What follows belongs to an exercise in optimizing a design on an open flow for small area, a short achievable clock period and few clock cycles; a production flow would make more cautious choices. Only the layout flow was run in this run; the RTL was not checked for function there.

$ cat flow/run.sh
#!/bin/bash
# synth_recipe.tcl (not shown) runs the flow's synth.tcl, then flattens the netlist and writes it again
# the make line also repeats each setting of config.mk as NAME=value (left out here)
make -C /OpenROAD-flow-scripts/flow DESIGN_CONFIG=/design/flow/config.mk WORK_HOME=/design/flow/orfs CLKGATE_MAP_FILE= SYNTH_SCRIPT=/design/flow/synth_recipe.tcl finish
$ cat flow/config.mk
export PLATFORM = sky130hd
export DESIGN_NAME = ALU
export DESIGN_NICKNAME = ALU
export VERILOG_FILES = /design/flow/design.v
export SDC_FILE = /design/flow/constraint.sdc
export NUM_CORES = 4
export LEC_CHECK = 0
export CAP_MARGIN = 20
export CORE_MARGIN = 2
export CORE_UTILIZATION = 35
export PLACE_DENSITY = 0.5
export SETUP_SLACK_MARGIN = 3.3
export SLEW_MARGIN = 20
$ cat flow/constraint.sdc
create_clock -name core_clock -period 8.0 [get_ports {i_clk}]
set_input_delay 1.6000 -clock core_clock [delete_from_list [all_inputs] [get_ports {i_clk}]]
set_output_delay 1.6000 -clock core_clock [all_outputs]
set_load 0.01 [all_outputs]
$ cat flow/design.v
module ALU #(
    parameter DATA_W = 32
)
(
    input                       i_clk,    
    input                       i_rst_n,  
    input                       i_valid,  
    input [DATA_W - 1 : 0]      i_A,      
    input [DATA_W - 1 : 0]      i_B,      
    input [         2 : 0]      i_inst,   
    output [2*DATA_W - 1 : 0]   o_data,   
    output                      o_done    
);
    localparam ADD  = 3'd0;
    localparam SUB  = 3'd1;
    localparam AND  = 3'd2;
    localparam OR   = 3'd3;
    localparam SLT  = 3'd4;
    localparam SRA  = 3'd5;
    localparam MUL  = 3'd6;
    localparam DIV  = 3'd7;
    reg        s_mul;    
    reg        s_mulf;   
    reg        s_div;    
    reg        s_al;     
    reg        done;
    reg [63:0] R;        
    reg        Sx;       
    reg [31:0] D;        
    reg [4:0]  cnt;
    reg        fmt_add;  
    reg        fmt_slt;  
    reg        c24;      
    reg        sg0, sg1;  
    reg        ov0, ov1;  
    wire idle = ~(s_mul | s_mulf | s_div);
    wire [7:0]  o_top = c24 ? D[31:24] : R[31:24];
    wire        o_sgn = c24 ? sg1 : sg0;
    wire        o_ovf = c24 ? ov1 : ov0;
    reg  [31:0] o_lo;
    always @(*) begin
        if (fmt_slt)
            o_lo = {31'd0, o_sgn};
        else if (fmt_add & o_ovf)
            o_lo = {o_sgn, {31{~o_sgn}}};
        else if (fmt_add)
            o_lo = {o_top, R[23:0]};
        else
            o_lo = R[31:0];
    end
    assign o_done = done;
    assign o_data = {R[63:32], o_lo};
    wire [31:0] Rhi = R[63:32];
    wire [31:0] Rlo = R[31:0];
    reg b0_one, b0_two, b0_neg, b1_one, b1_two, b1_neg;
    function [2:0] booth;   
        input hi, mid, lo;
        booth = {mid ^ lo, (hi & ~mid & ~lo) | (~hi & mid & lo), hi};
    endfunction
    wire [36:0] dext = {5'd0, D};
    wire [36:0] p0 = (({37{b0_one}} & dext) | ({37{b0_two}} & {dext[35:0], 1'b0})) ^ {37{b0_neg}};
    wire [36:0] p1m = (({37{b1_one}} & dext) | ({37{b1_two}} & {dext[35:0], 1'b0})) ^ {37{b1_neg}};
    wire [36:0] p1 = {p1m[34:0], b1_neg, b0_neg};
    wire [36:0] x0 = {{5{Sx}}, Rhi};
    wire [36:0] cs = x0 ^ p0 ^ p1;
    wire [36:0] cc = {(x0[35:0] & p0[35:0]) | (x0[35:0] & p1[35:0]) | (p0[35:0] & p1[35:0]), b1_neg};
    wire [36:0] T  = cs + cc + {36'd0, b1_neg};
    wire [31:0] m0 = Rhi;
    wire [31:0] m1 = m0 | (m0 >> 1);
    wire [31:0] m2 = m1 | (m1 >> 2);
    wire [31:0] m3 = m2 | (m2 >> 4);
    wire [31:0] m4 = m3 | (m3 >> 8);
    wire [31:0] mA = m4 | (m4 >> 16);
    wire ok4   = ~|(D & ~(mA >> 4));
    wire ok1   = ~|(D & ~(mA >> 1));
    wire q     = ~T[36];
    wire i_and = (i_inst == AND);
    wire i_or  = (i_inst == OR);
    wire i_sra = (i_inst == SRA);
    wire i_mul = (i_inst == MUL);
    wire i_div = (i_inst == DIV);
    wire i_slt = (i_inst == SLT);
    wire i_sub = (i_inst == SUB) | i_slt;
    wire i_bz  = ~|i_B;                                
    wire i_dlt = (i_A < i_B);                          
    wire i_as  = ~i_and & ~i_or & ~i_sra & ~i_mul & ~i_div;    
    wire [31:0] i_bx  = i_B ^ {32{i_sub}};
    wire [24:0] i_sum = {1'b0, i_A[23:0]} + {1'b0, i_bx[23:0]} + {24'd0, i_sub};
    wire [8:0]  i_hi0 = {i_A[31], i_A[31:24]} + {i_bx[31], i_bx[31:24]};
    wire [8:0]  i_hi1 = {i_A[31], i_A[31:24]} + {i_bx[31], i_bx[31:24]} + 9'd1;
    wire [31:0] i_sh  = $signed(i_A) >>> i_B[4:0];
    wire [31:0] i_sr  = (|i_B[31:5]) ? {32{i_A[31]}} : i_sh;
    wire [31:0] ld_lo = i_and ? (i_A & i_B) :
                        i_or  ? (i_A | i_B) :
                        i_sra ? i_sr :
                        i_div ? {32{i_bz}} :
                        i_mul ? i_A : {i_hi0[7:0], i_sum[23:0]};
    wire [31:0] ld_hi = i_A & {32{i_div}};
    always @(posedge i_clk or negedge i_rst_n) begin
        if (!i_rst_n) begin
            s_mul  <= 1'b0;
            s_mulf <= 1'b0;
            s_div  <= 1'b0;
            s_al   <= 1'b0;
            done   <= 1'b0;
        end else begin
            done <= 1'b0;
            if (idle && i_valid) begin
                s_mul <= i_mul;
                s_div <= i_div & ~i_dlt & ~i_bz;
                s_al  <= 1'b0;
                done  <= ~i_mul & (~i_div | i_dlt | i_bz);
            end
            if (s_mul && cnt == 5'd7) begin
                s_mul  <= 1'b0;
                s_mulf <= Rlo[3];
                done   <= ~Rlo[3];
            end
            if (s_mulf) begin
                s_mulf <= 1'b0;
                done   <= 1'b1;
            end
            if (s_div) begin
                if (!s_al) begin
                    if (!ok4 && !ok1) begin
                        s_al <= 1'b1;
                        if (cnt == 5'd0) begin
                            s_div <= 1'b0;
                            done  <= 1'b1;
                        end
                    end
                end else if (cnt == 5'd0) begin
                    s_div <= 1'b0;
                    done  <= 1'b1;
                end
            end
        end
    end
    always @(posedge i_clk) begin
        fmt_add <= idle & i_valid & i_as & ~i_slt;
        fmt_slt <= idle & i_valid & i_slt;
        c24     <= i_sum[24];
        sg0     <= i_hi0[8];
        sg1     <= i_hi1[8];
        ov0     <= i_hi0[8] ^ i_hi0[7];
        ov1     <= i_hi1[8] ^ i_hi1[7];
        if (idle) begin
            R     <= {ld_hi, ld_lo};
            Sx    <= 1'b0;
            D     <= {(i_as ? i_hi1[7:0] : i_B[31:24]), i_B[23:0]};
            cnt   <= 5'd0;
            if (i_mul) begin
                {b0_one, b0_two, b0_neg} <= booth(i_A[1], i_A[0], 1'b0);
                {b1_one, b1_two, b1_neg} <= booth(i_A[3], i_A[2], i_A[1]);
            end else begin
                {b0_one, b0_two, b0_neg} <= 3'b101;
                {b1_one, b1_two, b1_neg} <= 3'b000;
            end
        end
        if (s_mul) begin
            R   <= {T[35:4], T[3:0], Rlo[31:4]};
            Sx  <= T[36];
            cnt <= cnt + 5'd1;
            if (cnt == 5'd7) begin
                {b0_one, b0_two, b0_neg} <= {Rlo[3], 2'b00};
                {b1_one, b1_two, b1_neg} <= 3'b000;
            end else begin
                {b0_one, b0_two, b0_neg} <= booth(Rlo[5], Rlo[4], Rlo[3]);
                {b1_one, b1_two, b1_neg} <= booth(Rlo[7], Rlo[6], Rlo[5]);
            end
        end
        if (s_mulf) begin
            R[63:32] <= T[31:0];
        end
        if (s_div) begin
            if (!s_al && ok4) begin
                D   <= D << 4;
                cnt <= cnt + 5'd4;
            end else if (!s_al && ok1) begin
                D   <= D << 1;
                cnt <= cnt + 5'd1;
            end else begin
                if (q) R[63:32] <= T[31:0];
                R[31:0] <= {Rlo[30:0], q};
                D   <= D >> 1;
                cnt <= cnt - 5'd1;
            end
        end
    end
endmodule
==> notes.md <==
## kinds of logic after synthesis
group           after synthesis  synth area share, %
compound gates              743                 27.7
xor+xnor                    174                 8.43
fa+ha+maj                   210                 16.1
buf+inv                     435                 9.85
flops                       120                 15.9
mux                          76                 6.49
simple gates                642                 15.6
## synth_stat cells, drive strengths merged (14+ instances only)
library cell	instances
a222oi	39
a31oi	40
o21bai	24
mux4	30
buf	54
and3	18
inv	221
nor4	19
nand3	31
clkbuf	157
a211oi	19
a22oi	76
a221oi	26
xor2	32
xnor2	142
mux2i	28
fa	37
a21oi	183
a221o	18
nand4	18
ha	173
nor3	35
nor2	187
mux2	18
o21ai	142
nand2	279
o31ai	19
edfxtp	44
a21o	28
o211ai	26
nor2b	14
dfxtp	71
## routing by layer
| layer | track usage (%) | part of all wire (%) | vias up |
|---|---|---|---|
| met2 | 47.8 | 45 | 1058 |
| li1 | - | - | 8625 |
| met5 | 0 | 0 | - |
| met3 | 5.41 | 8.4 | 188 |
| met1 | 38.4 | 41 | 9335 |
| met4 | 14.6 | 5.1 | 0 |
## path summary, 6_finish.rpt
kind | start | to | slack [ns] | cells past startpoint
worst max-delay path | i_A[1] | s_div$_DFF_PN0_ | 3.39 | 12
worst min-delay path | R[2]$_DFF_P_ | R[3]$_DFF_P_ | 0.52 | 2
worst max register to register | b1_neg$_DFFE_PP_ | R[37]$_DFF_P_ | 3.47 | 16
worst min register to register | R[2]$_DFF_P_ | R[3]$_DFF_P_ | 0.52 | 2
max in group asynchronous | i_rst_n | s_mul$_DFFE_PN0P_ | 6.23 | 1
min in group asynchronous | i_rst_n | s_mulf$_DFF_PN0_ | 1.44 | 1
## critical path, delay by kind of cell
kind,cells,cell delay (ns)
buffers and inverters,2,1.28
adder cells (fa/ha/maj),1,0.35
AO/OA/AOI/OAI,9,1.71
## layout make-up
class | count | area, µm²
timing repair buffer | 203 | 1960
clock buffer | 18 | 429
clock inverter | 14 | 223
inverter | 224 | 851
tap | 680 | 851
multi-input combinational | 1847 | 13900
fill | 5240 | 30100
sequential | 120 | 2870
antenna | 2 | 5.00
## stage by stage
stage,utilization (%),cells
finish,41.3,3108
global route,41.3,3106
CTS,40.7,3096
detailed placement,38.5,3046
global placement,38.5,3045
floorplan,-,2400
## timing repair
item,CTS,global route
setup buffers,16,10
hold buffers,0,0
endpoints found under the setup margin,76,51
gates cloned,2,0
pin swaps,17,20
resized for setup,60,52
==> summary.md <==
| Metric | Value |
|---|---|
| Status | `complete, no violations` |
| Syn Inst Count | `2400` |
| Synthesized net count | `2680` |
| Maximum clock frequency | `217 MHz` |
| Final HPWL from detailed placement | `61.0 mm` |
| ANT nets after route | `0` |
| WL per Instance | `26.3 µm` |
| Slowest cell on crit path | `clkdlybuf4s50_1` |
| Worst hold path type | `register to register` |
| Distinct cells, synth | `87` |
| Vias | `19200` |
| Setup slack at placement | `1.68 ns` |
| CTS Buf Count | `17` |
| Synth area leader | `ha_1` |
| Top Registers | `R x64, D x32, cnt x5` |
| Drt via density | `6.18` |
| CP cell instances | `clkdlybuf4s50_1 > inv_1 > ha_1 > o21bai_1 > a21oi_1 > o21bai_1 > a21oi_1 > o21bai_1 > a221oi_1 > a41oi_1 > o21ba_2 > a32o_1` |
| Max Slew Vio Count | `0` |
| Global Route Usage Sum | `29.8%` |
| Standard-cell rows | `83` |
| Final Hold Fails | `0` |
| Initial antenna violation count | `1` |
| Non-Filler Cell Area, Final | `21100 µm²` |
| Die X | `231 µm` |
| Max-slew headroom | `36.4%` |
| Initial core utilization | `35.3%` |
| Port Buffers | `134` |
| Most common cell on crit path | `o21bai_1` |
| Synth area leaders | `ha_1 12%, dfxtp_1 7.9%, edfxtp_1 7.3%` |
| CP peak stage delay | `1.01 ns` |
| Clock-pin transition on the worst setup and hold timing paths | `0.06 ns` |
| Post-synthesis register bit count | `120` |
| Pin count of the biggest net entering global routing | `60` |
| Grt ovf | `0` |
| Period minus WS final | `4.61 ns` |
| DRT iter0 DRCs | `2529` |
| Syn Area/Cell | `7.53 µm²` |
| WL final | `81.7 mm` |
| Die Y | `231 µm` |
| Proportion of layout cells with a drive suffix above 1 | `9.52%` |
| Commonest non-fill, non-tap cells in the layout | `277 x nand2_1, 219 x inv_1, 181 x nor2_1, 179 x a21oi_1, 168 x ha_1` |
| Vias in the first global route | `18600` |
| Drt drc | `0` |
| Clk buf depth | `2` |
| Area growth syn-to-layout | `16.8%` |
| Crit path launch type | `input pin` |
| Final Cycle Share | `57.6%` |
| Final setup margin | `3.39 ns` |
| Final setup viols | `0` |
| Asr flop ratio synth | `4.17%` |
| TritonCTS clock tree | `yes` |
| Worst-path fanout max | `12` |
| Worst path arrival time | `4.96 ns` |
| Max reg flops | `64` |
| Top-area cell type share of the netlist area | `12.0%` |
| Tightest Pin Transition | `0.951 ns` |
| Type of the worst setup path | `input pin to register` |
| H-Tree Depth | `4` |
| Critical Path RT | `8.35 ns` |
| Commonest non-fill, non-tap cell in the layout | `nand2_1` |
| Critical path endpoint category | `register` |
| Clock Latency Late Sink | `0.47 ns` |
| Core area | `51200 µm²` |
| Setup tns final | `0 ns` |
| Ports | `135` |
| Gpl congestion | `0.976` |
| Global-route wire length before repair | `120 mm` |
| Nets@finish | `2693` |
| RSZ-0062 raised after global routing | `false` |
| Register area share after synthesis | `15.9%` |
| Predominant post-synthesis flop cell | `dfxtp_1` |
| First-pass iteration count of the detailed router | `9` |
| Clock Skews | `0.0108 ns` |
| Synth warnings | `1` |
| Post-synth EDFFs | `44` |
| Area after DPL | `19700 µm²` |
| CTS Sinks | `120` |
| CTS root buf | `clkbuf_16` |
| # Max-Cap Violations | `0` |
| DIE AREA | `53500 µm²` |
| Worst hold slack | `0.524 ns` |
| Synthesized cell area | `18100 µm²` |
| Largest register by flop count | `R` |

[what the ideal ports hide]
In the flow no input, the clock included, has a driving cell. The finished layout below was timed again as built, in two steps.
Step 1 assumes that a clkbuf_16 drives the clock port and a buf_2 every other input.
Step 2, shift: input delay + t, output delay - t, t = (earliest + latest rising clock arrival at the registers) / 2. This alone moves slack from input paths to output paths.
Three values: no drivers, after step 1, after step 2; two values: the first two.
t (ns): 0.520
setup slack, ns: 3.393 / 3.408 / 2.887
latest minus earliest clock arrival (ns): 0.011 / 0.011
After both steps this run still meets setup and hold. The setup slack of this run moves by +0.015 ns with the drivers and by -0.506 ns with both steps.
